This design comes from an exercise in tuning for small area, a short achievable clock period and few clock cycles per item on the open sky130 flow, not from production work.
No functional check of the RTL was part of any run shown here.
Power figures rest on the tool's default switching activity, not on a simulated workload.

==> flow/design.v (outline; a module is shown in full before it is edited, if it fits) <==
// module COMP_Control: 1061 lines
// module FA: 4 lines
// module FAX: 4 lines
// module XOR3: 3 lines
// module MAJ3: 3 lines
// module KMUX: 3 lines
// module AOI21: 3 lines
// module OAI21: 3 lines
// module NAND2: 3 lines
// module NOR2: 3 lines
// module XOR2: 3 lines
// module XNOR2: 3 lines
module COMP_Control(
    input clock,
    input rst,
    input start_trigger,
    input reset_act,
    input reset_data,
    input signed [15:0] K0,
    input signed [15:0] K1,
    input signed [15:0] K2,
    input signed [17:0] setPoint,
    input signed [17:0] data,
    output reg busy,
    output wire signed [15:0] COMP_output
    );
  // ...
==> flow/flow/run.sh <==
#!/bin/bash
# The standard layout (standard.sh: the standard flow's synthesis, floorplan, placement,
# CTS, routing) at the design's clock period and constraints, with two
# changes to how hard the resizer works:
#  - repair_timing aims for a setup slack of SETUP_MARGIN ns instead of 0,
#    so the critical paths get sized and buffered although the 12 ns clock
#    would already be met;
#  - the port buffers are buf_2 cells rather than the resizer's pick.
set -euo pipefail
cd "$(dirname "$0")/.."
SETUP_MARGIN=$(cat flow/setup_margin.txt)
bash standard.sh "SETUP_SLACK_MARGIN=$SETUP_MARGIN" \
  "BUFFER_PORTS_ARGS=-buffer_cell sky130_fd_sc_hd__buf_2" finish > standard_make.log 2>&1
==> flow/flow/setup_margin.txt <==
6.0
==> flow/standard.sh <==
#!/bin/bash
# synth_recipe.tcl (not shown) runs the flow's synth.tcl, then flattens the netlist and writes it again
# the make line also repeats each setting of config.mk as NAME=value (left out here)
make -C /OpenROAD-flow-scripts/flow DESIGN_CONFIG=/design/flow/config.mk WORK_HOME=/design/flow/orfs CLKGATE_MAP_FILE= SYNTH_SCRIPT=/design/flow/synth_recipe.tcl "${@:-finish}"
==> flow/config.mk <==
export PLATFORM = sky130hd
export DESIGN_NAME = COMP_Control
export DESIGN_NICKNAME = COMP_Control
export VERILOG_FILES = /design/flow/design.v
export SDC_FILE = /design/flow/constraint.sdc
export NUM_CORES = 4
export LEC_CHECK = 0
export CAP_MARGIN = 20
export CORE_MARGIN = 2
export CORE_UTILIZATION = 40
export CTS_BUF_LIST = sky130_fd_sc_hd__clkbuf_8
export SLEW_MARGIN = 20
export SYNTH_HIERARCHICAL = 1
export SYNTH_MINIMUM_KEEP_SIZE = 0
==> flow/constraint.sdc <==
create_clock -name core_clock -period 12.0 [get_ports {clock}]
set_input_delay 2.4000 -clock core_clock [delete_from_list [all_inputs] [get_ports {clock}]]
set_output_delay 2.4000 -clock core_clock [all_outputs]
set_load 0.01 [all_outputs]
==> impl_results.md, run 1 <==
- Seq cells post-synth: roughly 150
- Final Hold Vio Count: 0
- FILL cells: about 4000
- Post-Synth Adder-Cell Area: 29.3%
- Multi-input gate share of total cell area: just over 70%
- Switching Fraction: a little over two fifths
- Inverters: 47
- Worst skew pair latency: between 0.5 and 0.6 ns
- Largest cells by area after synthesis: fa_1 (26%), dfxtp_1 (18%), xnor2_1 (11%), nand2_1 (7.8%), a22oi_1 (5.5%)
- Synth unique cells: 69
- Clock Power: 457 uW
- Starting DRT DRC Count: between 900 and 1000
- Crit path arrival time: about 6 ns
- Slew @ Worst Pin: between 1 and 1.5 ns
- GR Layer Usage met2: ~40%
- Peak VDD IR: 0.0633 mV
- First-pass GRT wire length: about 74 mm
- Area of the mapped netlist: roughly 0.016 sq mm
- Most frequent cells in the layout: nand2_1 (344), fa_1 (211), xnor2_1 (203)
- Final setup viols: 0
- Status: complete, no violations
- H-tree lvl count: 4
- Post-synth EDFFs: 0
- RePlAce Congestion: about 0.89
- Worst slack at placement: 6.06 ns
- Clock root cell: clkbuf_8
- Final Util: between 40% and 50%
- CP endpoint kind: flop
- Detail Placement HPWL: ~34 mm
- WL/cell: about 19 microns
- Buf/Inv on CP: 1
- Slew headroom: approximately 25%
- Port Buffers: around 110
- Final std cells w/o fill: ~2400
- Pint: about 1.3 mW
- Crit-path slowest cell: xnor2_1
==> module KMUX, before the edit <==
module KMUX(input busy, input [15:0] kr, input [15:0] k2, output [15:0] y);
    assign y = busy ? kr : k2;
endmodule
==> run 2: changes to the inputs <==
--- a/flow/design.v
+++ b/flow/design.v
@@ -14,21 +14,21 @@
     );
     reg [18:0] e0, e1;
     reg [47:0] S, C;
     reg [15:0] Kr;
     reg sB, sC;    
     wire load = start_trigger & ~busy & ~reset_act & ~rst;
     wire clr_all = rst | (reset_act & reset_data);
     wire [18:0] diff = {setPoint[17], setPoint} - {data[17], data};
+    wire go = start_trigger & ~reset_act;
     wire [15:0] Km;
-    KMUX umA (.busy(busy), .kr(Kr), .k2(K2), .y(Km));
-    wire acc_en = load | busy;
+    KMUX umA (.busy(busy), .go(go), .kr(Kr), .k2(K2), .y(Km));
     wire [15:0] KmB;    
-    KMUX umB (.busy(busy), .kr(Kr), .k2(K2), .y(KmB));
+    KMUX umB (.busy(busy), .go(go), .kr(Kr), .k2(K2), .y(KmB));
     wire d0_one = e1[0] ^ 1'b0;
     wire d0_two = (e1[1] & ~e1[0] & ~1'b0) | (~e1[1] & e1[0] & 1'b0);
     wire d0_neg = (e1[1] & ~(e1[0] & 1'b0)) ^ sB;
     wire d0_pp0 = ((d0_one & Km[0])) ^ d0_neg;
     wire d0_pp1 = ((d0_one & Km[1]) | (d0_two & Km[0])) ^ d0_neg;
     wire d0_pp2 = ((d0_one & Km[2]) | (d0_two & Km[1])) ^ d0_neg;
     wire d0_pp3 = ((d0_one & Km[3]) | (d0_two & Km[2])) ^ d0_neg;
     wire d0_pp4 = ((d0_one & Km[4]) | (d0_two & Km[3])) ^ d0_neg;
@@ -1038,20 +1038,18 @@
             sC <= sB;
         end
         if (clr_all) begin
             S <= 48'd0;
             C <= 48'd0;
             e0 <= 19'd0;
             e1 <= 19'd0;
         end else begin
-            if (acc_en) begin
-                S <= S_n;
-                C <= C_n;
-            end
+            S <= S_n;
+            C <= C_n;
             if (reset_act) begin
                 e0 <= 19'd0;
             end else if (load) begin
                 e0 <= diff;
                 e1 <= e0;
             end else if (busy) begin
                 e0 <= e1;
                 e1 <= e0;
@@ -1068,18 +1066,18 @@
     MAJ3 um (.a(a), .b(b), .c(c), .y(co));
 endmodule
 module XOR3(input a, input b, input c, output y);
     assign y = a ^ b ^ c;
 endmodule
 module MAJ3(input a, input b, input c, output y);
     assign y = (a & b) | (a & c) | (b & c);
 endmodule
-module KMUX(input busy, input [15:0] kr, input [15:0] k2, output [15:0] y);
-    assign y = busy ? kr : k2;
+module KMUX(input busy, input go, input [15:0] kr, input [15:0] k2, output [15:0] y);
+    assign y = busy ? kr : (k2 & {16{go}});
 endmodule
 module AOI21(input a, input b, input c, output y);    
     assign y = ~(a | (b & c));
 endmodule
 module OAI21(input a, input b, input c, output y);    
     assign y = ~(a & (b | c));
 endmodule
 module NAND2(input a, input b, output y);
==> run 2 against run 1 <==
Critical path depth is 1 higher; core utilization rose by 1.1 points; sequential share of layout area is 0.51 points higher; largest power group unchanged; setup slack worse by 0.29 ns.
==> impl_results.md, run 2 <==
- Synthesis Warnings: 7
- Site row count: about 70
- Via count: approximately 12000
- Die area: slightly above 0.04 sq mm
- Worst min-delay path class: reg -> reg
- Slew headroom: 28.0% (+2.9 points)
- Syn Area/Cell: ~9.4 sq um
- Multi-input gate area: approximately 0.012 sq mm
- Slowest stage delay, CP: ~0.55 ns
- Req. time, crit path: approximately 12 ns
- Seq cells post-synth: 152 (unchanged)
- Final wirelength: 42.9 mm
- Synth Area in Compound Gates: 16.3%
- Peak VDD IR: 0.0986 mV (+56%)
- Crit path arrival time: 6.26 ns (+0.28 ns)
- Slew @ Worst Pin: 1.07 ns (-0.0505 ns)
- CP endpoint kind: flop
- Worst slack at placement: 5.12 ns (-0.942 ns)
- Setup TNS: 0 ns
- CTS Buffer Depth: 2
- Ys async rst share: 0%
- Most Frequent Cell on Critical Path: fa_1
- GRT Total Usage: a little over a fifth
- Worst skew pair latency: 0.51 ns (about the same)
- Io pins: between 100 and 150
- Critical Path Start Type: input pin
- Initial Util: between 40% and 50%
- Final #Nets: 2060
- Starting DRT DRC Count: 941 (-2.0%)
- Initial antenna violation count: 2
- Switching Fraction: 41.7% (-0.95 points)
- Simple-gate share of the synthesized area: between 10% and 20%
- Predominant post-synthesis flop cell: dfxtp_1
- Pre-antenna DRT Iters: 5
- Seq/Total Area, Yosys: a little under 20%
- Mux contribution to synthesized area: about 1.5%
- Yosys top cell area share: between 20% and 30%
- Final Hold Vio Count: 0 (unchanged)
- RSZ-0062 raised after global routing: false
- F_max: roughly 170 MHz
- RePlAce Congestion: 0.918 (+2.8%)
- WL/cell: 19.1 microns (+3.0%)
- Detail Placement HPWL: 32.9 mm (-2.8%)
- Largest net degree at the start of global routing: 93
- Combinational power share: 55.8%
- PwrDens: around 150 mW/mm^2
- Area grow syn2layout: 10.2%
- Via density: 5.30
- Flop pwr share: around 27%
- H-tree lvl count: 4 (unchanged)
- Synth Area in XOR/XNOR: 13.3%
- Worst Path Class, Setup: in -> reg
- Final worst-path cycle share: about 49%
- Status: complete, no violations
- Die Y-Extent: 201 microns
- Residual DRC count: 0
- Vias in the first global route: approximately 12000
- Post-Route Skew: just under 0.02 ns
- Die W: between 200 and 250 microns
- Share of cells above drive strength 1: between 15 and 20%
- Final worst slack: a little over 6 ns
- CTS tree: built
- Pint: 1.49 mW (+16%)
- Final setup viols: 0 (unchanged)
- Area of the mapped netlist: 0.0156 sq mm (-5.3%)
- FILL cells: 3776 (-7.2%)
- CP max FO: 19
- Clock root cell: clkbuf_8
- Synth unique cells: 60 (-13%)
- Combinational family with the most area after synthesis: adder cells
- Pleak: ~6.7 nW
- Period minus WS final: ~5.8 ns
- Cells after Synth: about 1700
- CP cell instances: buf_6, inv_4, nor2_4, nor2b_4, buf_4, a22o_4, a22oi_1, xnor2_1, fa_1, fa_1, fa_1, fa_1, fa_1, and2_1
- Reg clk slew, reported paths: around 0.09 ns
- First-pass GRT wire length: 69.2 mm (-6.5%)
- Cell taking the most area after synthesis: fa_1
- Commonest non-fill, non-tap cell in the layout: xnor2_1
- Cts hold-fix bufs: 0
- Clk network pwr share: between 15 and 20%
- Crit-path slowest cell: fa_1
- Top flop regs: C (48), S (48)
- Most common cell in the netlist: fa_1
- Port Buffers: 105 (unchanged)
- Synth top cells by count: fa_1 (211), xnor2_1 (210), nand2_1 (170), dfxtp_1 (152), a22oi_1 (121)
- Most frequent cells in the layout: xnor2_1 (210), fa_1 (192), nand2_1 (170)
- Largest cells by area after synthesis: fa_1 (27%), dfxtp_1 (20%), xnor2_1 (12%), a22oi_1 (5.8%), nand2_1 (4.1%)
- Register area: 0.00305 sq mm
- Post-Synth Adder-Cell Area: 30.9% (+1.6 points)
- Sink Count: between 150 and 200
- Slew Limit Fails: 0
- Core outline area: between 0.03 and 0.04 sq mm
- Post-route ant nets: 0
- GRT Residual Overflow: 0
- Post-synth EDFFs: 0 (unchanged)
- Num CTS Buffers: 17
- Max-cap violations: 0
- Switching power: 1.07 mW
## run 2: final timing paths
kind / startpoint / end / slack, ns / depth (start not counted)
worst max register to register: sB / C[23] / 6.63 / 13
worst min register to register: e0[7] / e1[7] / 0.46 / 2
worst max-delay path: start_trigger / C[19] / 6.15 / 14
worst min-delay path: e0[7] / e1[7] / 0.46 / 2
## run 2: layer usage
layer | up-vias | global-route usage [%] | wire (microns)
met2 | 403 | 35.0 | 19700
met5 | - | 0 | 13
li1 | 5617 | - | -
met3 | 66 | 4.73 | 3040
met4 | 2 | 7.96 | 1170
met1 | 5812 | 29.4 | 19100
## run 2: kinds of logic after synthesis
logic type,after synthesis
XOR/XNOR,236
AND/OR/NAND/NOR,454
other,1
multiplexers,21
buffers and inverters,164
AO/OA/AOI/OAI,369
flip-flops,152
adder cells (fa/ha/maj),259
## run 2: stage by stage
stage	area, sq um	cells	hold slack (ns)	power (mW)	utilization, %
floorplan	15900	1677	0.427	1.76	-
global placement	16600	2203	0.436	2.09	43.1
detailed placement	16600	2203	0.440	2.15	43.1
CTS	17100	2236	0.452	2.60	44.3
global route	17200	2244	0.466	2.88	44.6
finish	17200	2244	0.456	2.56	44.6
## run 2: worst max-delay path, delay by kind of cell
kind,cells,cell delay [ns]
adders and majority gates,5,2.30
and+or+nand+nor,3,0.59
buffers and inverters,3,0.45
AOI/OAI and AO/OA,2,0.32
xor gates and xnor gates,1,0.20
## run 2: area by class of cell
class | instances | share of cell area (%)
multi-input combinational | 1361 | 70.6
clock buffer | 19 | 1.52
inverter | 50 | 1.11
clock inverter | 13 | 0.968
sequential | 152 | 17.7
timing repair buffer | 130 | 4.26
tap | 518 | 3.77
antenna | 1 | 0.0146
## run 2: repair_timing
action,in CTS,in global routing
pin swaps,0,1
cloned,0,0
gates resized for setup,2,11
endpoints found under the setup margin,21,19
setup buffers,1,7
## run 2: modules after synthesis (local to each module, per instance)
module | area [sq um] | copies in the design | flip-flops and latches
AOI21 | 8.76 | 31 | 0
COMP_Control | 9870 | 1 | 152
FA | 20.0 | 210 | 0
KMUX | 201 | 2 | 0
NAND2 | 3.75 | 72 | 0
NOR2 | 3.75 | 82 | 0
OAI21 | 5.00 | 54 | 0
## run 2: power groups by stage
stage | Sequential (mW) | Combinational, mW | Clock (mW)
after floorplan | 0.687 | 1.07 | 0
after global placement | 0.707 | 1.38 | 0
after detailed placement | 0.713 | 1.44 | 0
after CTS | 0.701 | 1.45 | 0.447
after global routing | 0.718 | 1.69 | 0.465
final | 0.700 | 1.43 | 0.433

static timing again, ports no longer ideal:
No port has a modelled driver above. Below, the same layouts with a new extraction and two added sets of constraints.
Step 1 (the two cells are an assumption about what drives the block):
set clk [get_ports {clock}]
set_driving_cell -lib_cell sky130_fd_sc_hd__clkbuf_16 $clk
set_driving_cell -lib_cell sky130_fd_sc_hd__buf_2 [delete_from_list [all_inputs] $clk]
Step 2, shift: input delay + t, output delay - t, t = (earliest + latest rising clock arrival at the registers) / 2. This alone moves slack from input paths to output paths.
a / b / c = no drivers / after step 1 / after step 2; a / b = the first two.
| run | t (ns) | setup slack, ns | worst data-port slew with drivers (ns) |
|---|---|---|---|
| run 1 | 0.546 | 6.445 / 6.445 / 6.031 | 0.04 |
| run 2 | 0.556 | 6.154 / 6.165 / 5.609 | 0.06 |
After both steps every run listed still meets setup and hold. For run 2, which loses most, drivers alone change the setup slack by +0.011 ns; drivers and shift together by -0.545 ns.
